From an optimization exercise on the open Yosys and OpenROAD flow, aimed at small area, a short achievable clock period and few clock cycles per item; shortcuts taken in it are not production practice. Function was checked by simulation only, so behaviour that the tests miss may differ from the original. Power figures rest on the tool's default switching activity, not on a simulated workload.

`run.sh`:
```
#!/bin/bash
# synth_recipe.tcl (not shown) runs the flow's synth.tcl, then flattens the netlist and writes it again
# the make line also repeats each setting of config.mk as NAME=value (left out here)
make -C /OpenROAD-flow-scripts/flow DESIGN_CONFIG=/design/flow/config.mk WORK_HOME=/design/flow/orfs CLKGATE_MAP_FILE= SYNTH_SCRIPT=/design/flow/synth_recipe.tcl finish
```
`config.mk`:
```
export PLATFORM = sky130hd
export DESIGN_NAME = demosaic
export DESIGN_NICKNAME = demosaic
export VERILOG_FILES = /design/flow/design.v
export SDC_FILE = /design/flow/constraint.sdc
export NUM_CORES = 4
export LEC_CHECK = 0
export CAP_MARGIN = 20
export CORE_MARGIN = 2
export CORE_UTILIZATION = 40
export SLEW_MARGIN = 20
```
`constraint.sdc`:
```
create_clock -name core_clock -period 10.0 [get_ports {clk}]
set_input_delay 2.0000 -clock core_clock [delete_from_list [all_inputs] [get_ports {clk}]]
set_output_delay 2.0000 -clock core_clock [all_outputs]
set_load 0.01 [all_outputs]
```
`design.v`:
```
module demosaic(
    input                   clk,
    input                   reset,
    input                   in_en,
    input           [ 7:0]  data_in,
    output  logic   [14:0]  img_addr,
    input           [ 8:0]  width,
    input           [ 7:0]  height,
    output  logic           wr_r,
    output  logic   [15:0]  addr_r,
    output  logic   [ 7:0]  wdata_r,
    input           [ 7:0]  rdata_r,
    output  logic           wr_g,
    output  logic   [15:0]  addr_g,
    output  logic   [ 7:0]  wdata_g,
    input           [ 7:0]  rdata_g,
    output  logic           wr_b,
    output  logic   [15:0]  addr_b,
    output  logic   [ 7:0]  wdata_b,
    input           [ 7:0]  rdata_b,
    output  logic           done
);
    localparam IDLE                 = 3'd0;
    localparam READ_BAYER_PATTERN   = 3'd1;
    localparam INTERPOLATION        = 3'd2;
    localparam SAVE_RGB_CHANNEL     = 3'd3;
    localparam DONE                 = 3'd4;
    logic [2:0] state, next_state;
    logic [1:0] filter;
    logic [14:0] cnt;
    logic [9:0] acc_g, acc_r, acc_b;
    logic [1:0] acc_cnt;
    logic [7:0] width_cnt;
    logic odd_row;
    logic [7:0] height_ff;
    logic [8:0] width_ff;
    always_ff @(posedge clk, posedge reset) begin
        if (reset) begin
            width_cnt <= 'd0;
        end else if (state == IDLE) begin
            width_cnt <= 'd0;
        end else if (state == READ_BAYER_PATTERN || state == SAVE_RGB_CHANNEL) begin
            if (width_cnt == (width_ff - 'd1)) begin
                width_cnt <= 'd0;
            end else begin
                width_cnt <= width_cnt + 'd1;
            end
        end else begin
            width_cnt <= width_cnt;
        end
    end
    always_ff @(posedge clk, posedge reset) begin
        if (reset) begin
            odd_row <= 'd0;
        end else if (state == IDLE || (state == READ_BAYER_PATTERN && next_state == INTERPOLATION)) begin
            odd_row <= 'd0;
        end else if ((width_cnt == (width_ff - 'd1)) && (state == READ_BAYER_PATTERN || state == SAVE_RGB_CHANNEL)) begin
            odd_row <= ~odd_row;    
        end else begin
            odd_row <= odd_row;
        end 
    end
    always_ff @(posedge clk, posedge reset) begin
        if (reset) begin
            width_ff  <= 'd0;
            height_ff <= 'd0;
        end else if (in_en) begin
            width_ff  <= width;
            height_ff <= height;
        end else begin
            width_ff  <= width_ff;
            height_ff <= height_ff;
        end
    end
    always_ff @(posedge clk, posedge reset) begin
        if (reset) begin
            state <= IDLE;
        end else begin
            state <= next_state;
        end
    end
    always_comb begin
        unique case (state) 
            IDLE: begin
                if (in_en) begin
                    next_state = READ_BAYER_PATTERN;
                end else begin
                    next_state = IDLE;
                end
            end
            READ_BAYER_PATTERN: begin
                if (cnt == (height_ff * width_ff -'d1)) begin
                    next_state = INTERPOLATION;
                end else begin
                    next_state = READ_BAYER_PATTERN;
                end
            end
            INTERPOLATION: begin
                if (odd_row == 'd0) begin
                    if (width_cnt[0] == 1'b0) begin
                        next_state = (filter == 2'b01) ? SAVE_RGB_CHANNEL : INTERPOLATION;
                    end else begin
                        next_state = (filter == 2'b11) ? SAVE_RGB_CHANNEL : INTERPOLATION;
                    end
                end else begin
                    if (width_cnt[0] == 1'b0) begin
                        next_state = (filter == 2'b11) ? SAVE_RGB_CHANNEL : INTERPOLATION;
                    end else begin
                        next_state = (filter == 2'b01) ? SAVE_RGB_CHANNEL : INTERPOLATION;
                    end
                end
            end
            SAVE_RGB_CHANNEL: begin
                if (cnt == (height_ff * width_ff -'d1)) begin
                    next_state = DONE;
                end else begin
                    next_state = INTERPOLATION;
                end
            end
            DONE: begin
                next_state = IDLE;
            end
            default: begin
                next_state = IDLE;
            end
        endcase
    end
    always_ff @(posedge clk, posedge reset) begin
        if (reset) begin
            cnt <= 'd0;
        end else if (state == IDLE) begin
            cnt <= 'd0;
        end else if (state == READ_BAYER_PATTERN) begin
            if (cnt == (height_ff * width_ff - 'd1)) begin
                cnt <= 'd0;
            end else begin
                cnt <= cnt + 'd1;
            end
        end else if (state == SAVE_RGB_CHANNEL) begin
            cnt <= cnt + 'd1;
        end else begin
            cnt <= cnt;
        end
    end
    always_comb begin
        unique case (state)
            READ_BAYER_PATTERN: begin
                if (odd_row == 'd0) begin
                    if (width_cnt[0] == 1'b0) begin
                        wr_r = 1'b0;
                        wr_g = 1'b1;
                        wr_b = 1'b0;
                    end else begin
                        wr_r = 1'b1;
                        wr_g = 1'b0;
                        wr_b = 1'b0;
                    end
                end else begin
                    if (width_cnt[0] == 1'b0) begin
                        wr_r = 1'b0;
                        wr_g = 1'b0;
                        wr_b = 1'b1;
                    end else begin
                        wr_r = 1'b0;
                        wr_g = 1'b1;
                        wr_b = 1'b0;
                    end
                end
            end
            SAVE_RGB_CHANNEL: begin
                if (odd_row == 'd0) begin
                    if (width_cnt[0] == 1'b0) begin
                        wr_r = 1'b1;
                        wr_g = 1'b0;
                        wr_b = 1'b1;
                    end else begin
                        wr_r = 1'b0;
                        wr_g = 1'b1;
                        wr_b = 1'b1;
                    end
                end else begin
                    if (width_cnt[0] == 1'b0) begin
                        wr_r = 1'b1;
                        wr_g = 1'b1;
                        wr_b = 1'b0;
                    end else begin
                        wr_r = 1'b1;
                        wr_g = 1'b0;
                        wr_b = 1'b1;
                    end
                end
            end
            default: begin
                wr_r = 1'b0;
                wr_g = 1'b0;
                wr_b = 1'b0;
            end
        endcase
    end
    always_ff @(posedge clk, posedge reset) begin
        if (reset) begin
            filter <= 'b0;
        end else if (state == IDLE) begin
            filter <= 'b0;
        end else if (state == INTERPOLATION) begin
            if (odd_row == 'd0) begin
                if (width_cnt[0] == 1'b0) begin
                    filter <= filter ^ 2'b1;
                end else begin
                    filter <= filter + 2'b1;
                end
            end else begin
                if (width_cnt[0] == 1'b0) begin
                    filter <= filter + 2'b1;
                end else begin
                    filter <= filter ^ 2'b1;
                end
            end
        end else begin
            filter <= filter;
        end
    end
    assign img_addr = cnt;
    always_comb begin
        if (state == READ_BAYER_PATTERN || state == SAVE_RGB_CHANNEL) begin
            addr_r = cnt;
            addr_g = cnt;
            addr_b = cnt;
        end else begin
            if (odd_row == 'd0) begin
                if (width_cnt[0] == 1'b0) begin
                    if (filter == 2'b0) begin
                        addr_r = cnt - 'd1;
                        addr_g = cnt;
                        addr_b = cnt - width_ff;
                    end else begin
                        addr_r = cnt + 'd1;
                        addr_g = cnt;
                        addr_b = cnt + width_ff;
                    end
                end else begin
                    unique case (filter)
                        2'b00: begin
                            addr_r = cnt;
                            addr_g = cnt - width_ff;
                            addr_b = cnt - (width_ff + 'd1);
                        end
                        2'b01: begin
                            addr_r = cnt;
                            addr_g = cnt - 'd1;
                            addr_b = cnt - (width_ff - 'd1);
                        end
                        2'b10: begin
                            addr_r = cnt;
                            addr_g = cnt + 'd1;
                            addr_b = cnt + (width_ff - 'd1);
                        end
                        2'b11: begin
                            addr_r = cnt;
                            addr_g = cnt + width_ff;
                            addr_b = cnt + (width_ff + 'd1);
                        end
                    endcase
                end
            end else begin
                if (width_cnt[0] == 1'b0) begin
                    unique case (filter)
                        2'b00: begin
                            addr_r = cnt - (width_ff + 'd1);
                            addr_g = cnt - width_ff;
                            addr_b = cnt;
                        end
                        2'b01: begin
                            addr_r = cnt - (width_ff - 'd1);
                            addr_g = cnt - 'd1;
                            addr_b = cnt;
                        end
                        2'b10: begin
                            addr_r = cnt + (width_ff - 'd1);
                            addr_g = cnt + 'd1;
                            addr_b = cnt;
                        end
                        2'b11: begin
                            addr_r = cnt + (width_ff + 'd1);
                            addr_g = cnt + width_ff;
                            addr_b = cnt;
                        end
                    endcase
                end else begin
                    if (filter == 2'b0) begin
                        addr_r = cnt - width_ff;
                        addr_g = cnt;
                        addr_b = cnt - 'd1;
                    end else begin
                        addr_r = cnt + width_ff;
                        addr_g = cnt;
                        addr_b = cnt + 'd1;
                    end
                end
            end
        end
    end
    always_ff @(posedge clk, posedge reset) begin
        if (reset) begin
            acc_r <= 'd0;
            acc_g <= 'd0;
            acc_b <= 'd0;
        end else if (state == IDLE) begin
            acc_r <= 'd0;
            acc_g <= 'd0;
            acc_b <= 'd0;
        end else if (state == INTERPOLATION) begin
            acc_r <= acc_r + rdata_r;
            acc_g <= acc_g + rdata_g;
            acc_b <= acc_b + rdata_b;
        end else if (state == SAVE_RGB_CHANNEL) begin
            acc_r <= 'd0;
            acc_g <= 'd0;
            acc_b <= 'd0;
        end else begin
            acc_r <= acc_r;
            acc_g <= acc_g;
            acc_b <= acc_b;
        end
    end
    always_ff @(posedge clk, posedge reset) begin
        if (reset) begin
            acc_cnt <= 'd0;
        end else if (state == IDLE) begin
            acc_cnt <= 'd0;
        end else begin
            acc_cnt <= filter;
        end
    end
    always_comb begin
        if (state == SAVE_RGB_CHANNEL) begin
            wdata_r = acc_r >> ((acc_cnt >> 1) + 'd1);
            wdata_g = acc_g >> ((acc_cnt >> 1) + 'd1);
            wdata_b = acc_b >> ((acc_cnt >> 1) + 'd1);
        end else begin
            wdata_r = data_in;
            wdata_g = data_in;
            wdata_b = data_in;
        end
    end
    assign done = (state == DONE);
endmodule
```
==> results.json <==
{
  "synth_cell_types": 83,
  "ys_top_cells_by_count": "201 x nand2_1, 137 x a21oi_1, 132 x nor2_1",
  "postCtsHoldBufs": 0,
  "yosys_warnings": 1,
  "final_antenna_net_count": 0,
  "powerDensity_mw_per_mm2": 221.4,
  "die_x_um": 183.3,
  "wl_mm": 46.39,
  "start_kind": "register",
  "ys_seq_elements": 77,
  "insertion_delay_ps": 360,
  "yosysTopAreaCellShare": 0.1499,
  "ys_top_cells_by_area": "dfrtp_1 15%, ha_1 11%, fa_1 8.3%",
  "diodes": 0,
  "grt_pass1_vias": 12700,
  "period_needed_ps": 8134,
  "cts_tree": "built",
  "yosysMostFrequentCell": "nand2_1",
  "coreArea_mm2": 0.03164,
  "first_iter_violations": 1238,
  "dp.cells": 2159,
  "dieArea_mm2": 0.03358,
  "cts.path.max_buffers": 2,
  "r2r_cells": 17,
  "hold_viol": 0,
  "die_h_um": 183.3,
  "crit_fanout": 24,
  "drive_gt1_frac": 0.05020,
  "crit_path_end": "addr_b[15]",
  "cts_setup_buffers": 0,
  "cts.sinks": 77,
  "status": "finished clean",
  "overflow": 0,
  "cts_inserted_buffers": 9,
  "hpwl_mm": 34.72,
  "synthesis.area_mm2": 0.01285,
  "crit_slowest_cell": "dfrtp_1",
  "path_buf_inv": 2,
  "firstDrtPassIters": 5,
  "crit_type": "reg2out",
  "cp.depth": 17,
  "wl_per_cell_um": 21.33,
  "avgSynthCellArea_um2": 7.556,
  "synth_edf_count": 0,
  "netlist_instances": 1701,
  "synth_area_leader_cell": "dfrtp_1",
  "leakage_nw": 6.234,
  "hp-class": "reg2reg",
  "initial_core_util": 0.4063,
  "ir_worst_vdd_mv": 0.1717,
  "antenna_found_initial": 0,
  "crit_family": "compound AO/OA/AOI/OAI gates",
  "worstMarginPinSlew_ps": 1085,
  "fmax_mhz": 122.9,
  "power_w": 0.003294,
  "critPathMaxStageDelay_ps": 960,
  "min_period_over_period": 0.8134,
  "synthArstFlopShare": 1.000,
  "endpoint_kind": "output port",
  "grt_pass1_wl_mm": 73.09,
  "crit_top_cell": "a21oi_1",
  "fin_nets": 1987,
  "design_area_mm2": 0.01488,
  "vias": 12980,
  "cp_data_arrival_time_ps": 6130,
  "setup_tns_ps": 0,
  "crit_start": "width_ff[3]$_DFFE_PP0P_",
  "final_max_slew_viol_count": 0,
  "r2r_setup_slack_ps": 3280,
  "root_buffer": "clkbuf_16",
  "skew_ps": 10.70,
  "num_rows": 65,
  "timing.rr.end": "cnt[9]$_DFFE_PP0P_",
  "finalSetupViolations": 0,
  "cts_resized": 0,
  "track_usage": 0.2794,
  "grt_setup_unrepaired": "false",
  "synthFlopType": "dfrtp_1",
  "gp_congestion": 0.9313,
  "port_buffers": 142,
  "relSlewSlack": 0.2770,
  "postPlaceCellArea_mm2": 0.01455,
  "min_path_cells": 1,
  "final_cells": 2175,
  "grt_max_degree": 65,
  "path_cells": "inv_1 > nor3_1 > xnor2_1 > nor4b_1 > xnor2_1 > a21oi_1 > ha_1 > a21o_1 > a21o_1 > a21oi_1 > a21oi_1 > o32ai_1 > o21bai_1 > a21oi_1 > xor2_1 > o31ai_1 > clkdlybuf4s50_1",
  "r2r_start": "width_ff[3]$_DFFE_PP0P_",
  "crit_required_ps": 8000,
  "utilization": 0.4703,
  "yosysSeqAreaShare": 0.1499,
  "drc_errors": 0,
  "ios": 143,
  "cts_max_level": 3,
  "viasPerCell": 5.969,
  "cap_violations": 0,
  "area.growth.synth_to_final_pct": 15.76,
  "synthesis.nets": 1920,
  "cts.clk_slew.worst_paths_ps": 70
}
-- layout by cell type, fill, tap and decap left out, drive strengths merged, types with 22 or more instances in the layout --
master,netlist,routed
fa,53,53
dfrtp,77,77
o21ai,109,109
nand2,201,201
xnor2,77,77
ha,114,114
xor2,53,53
nor2,132,132
inv,118,118
buf,27,32
a31oi,22,22
nand3,36,36
nand2b,22,22
nor3,48,48
a21oi,138,138
mux2i,51,51
clkdlybuf4s50,0,142
-- metrics by stage --
| stage | worst slack, ps | hold slack (ps) |
|---|---|---|
| global placement | 2349 | 474.2 |
| global route | 1177 | 531.5 |
| detailed placement | 2321 | 498.5 |
| finish | 1866 | 500.2 |
| floorplan | 3560 | 450.1 |
| CTS | 1902 | 505.4 |
-- routing by layer --
metal	global-route usage	vias to the layer above	wire length (um)
met1	0.3961	6192	21390
met2	0.4276	555	19860
met4	0.08640	0	1471
met5	0	-	0
met3	0.05520	79	3660
li1	-	6156	-
-- worst register-to-register path: stages, from the launching register on --
cell and delay (ps):
dfrtp_1 960, nand2_1 180, fa_1 540, fa_1 520, inv_1 50, fa_1 470, inv_1 50, fa_1 540
inv_1 40, ha_1 380, and3_1 230, a221oi_2 90, o31ai_1 480, mux4_2 630, nor2_1 130, nand4b_1 210
a21oi_1 920, nor2_1 150
-- kinds of logic (layout without fill, tap and decap cells) --
kind of cell | count (synthesis) | after routing | share of synthesized area
xor+xnor | 132 | 132 | 0.09267
mux | 64 | 64 | 0.05198
fa+ha+maj | 167 | 167 | 0.1935
buf+inv | 237 | 309 | 0.07203
compound gates | 479 | 479 | 0.2397
simple gates | 545 | 545 | 0.2002
flops | 77 | 77 | 0.1499
-- power breakdown --
| group | internal [W] | switching, W | total (W) |
|---|---|---|---|
| combinational | 0.00104 | 0.00147 | 0.00251 |
| clock | 0.000227 | 0.000148 | 0.000374 |
| sequential | 0.000349 | 0.0000614 | 0.000410 |
| total | 0.00161 | 0.00168 | 0.00329 |
-- final cells by class --
type / count / area, um^2
Tap cell: 402 / 503.0
Clock buffer: 11 / 242.7
Fill cell: 3223 / 16760
Timing Repair Buffer: 174 / 1662
Multi-Input combinational cell: 1387 / 10010
Inverter: 119 / 447.9
Clock inverter: 5 / 82.58
Sequential cell: 77 / 1928
-- worst min path at each step --
stage | startpoint | to | slack (ps)
2_1_floorplan | acc_g[9]$_DFFE_PP0P_ | acc_g[9]$_DFFE_PP0P_ | 450
3_3_place_gp | acc_r[9]$_DFFE_PP0P_ | acc_r[9]$_DFFE_PP0P_ | 470
3_5_place_dp | acc_r[9]$_DFFE_PP0P_ | acc_r[9]$_DFFE_PP0P_ | 500
4_1_cts | acc_g[9]$_DFFE_PP0P_ | acc_g[9]$_DFFE_PP0P_ | 510
5_1_grt | acc_g[0]$_DFFE_PP0P_ | acc_g[0]$_DFFE_PP0P_ | 530
6_report | acc_r[9]$_DFFE_PP0P_ | acc_r[9]$_DFFE_PP0P_ | 500
-- state kept, by name (all words and copies together), names as in the netlist --
| name | flops |
|---|---|
| cnt | 15 |
| height_ff | 8 |
| width_ff | 9 |
| acc_b | 10 |
| acc_cnt | 1 |
| odd_row | 1 |
| acc_r | 10 |
| state | 3 |
| acc_g | 10 |
| width_cnt | 8 |
| filter | 2 |
Testbench counts, summed over its fixed seeds: cycles 204,634, pixels 40,925.

-- what the ideal ports hide --
No port has a modelled driver above. Below, the same layout with a new extraction and two added sets of constraints.
Step 1, drivers: a clkbuf_16 drives clk and a buf_2 each remaining input, both assumed.
Step 2, shift: input delay + t, output delay - t, t = (earliest + latest rising clock arrival at the registers) / 2. This alone moves slack from input paths to output paths.
Three values: no drivers, after step 1, after step 2; two values: the first two.
t (ns): 0.391
setup WS [ns]: 1.866 / 1.827 / 2.218
worst setup path at the end: register to output
slew at the worst register clock pin (ns): 0.07 / 0.07
pins driven straight from the clock port: 1
After both steps setup and hold are still met in this run. For this run, drivers alone change the setup slack by -0.039 ns; drivers and shift together by +0.352 ns.
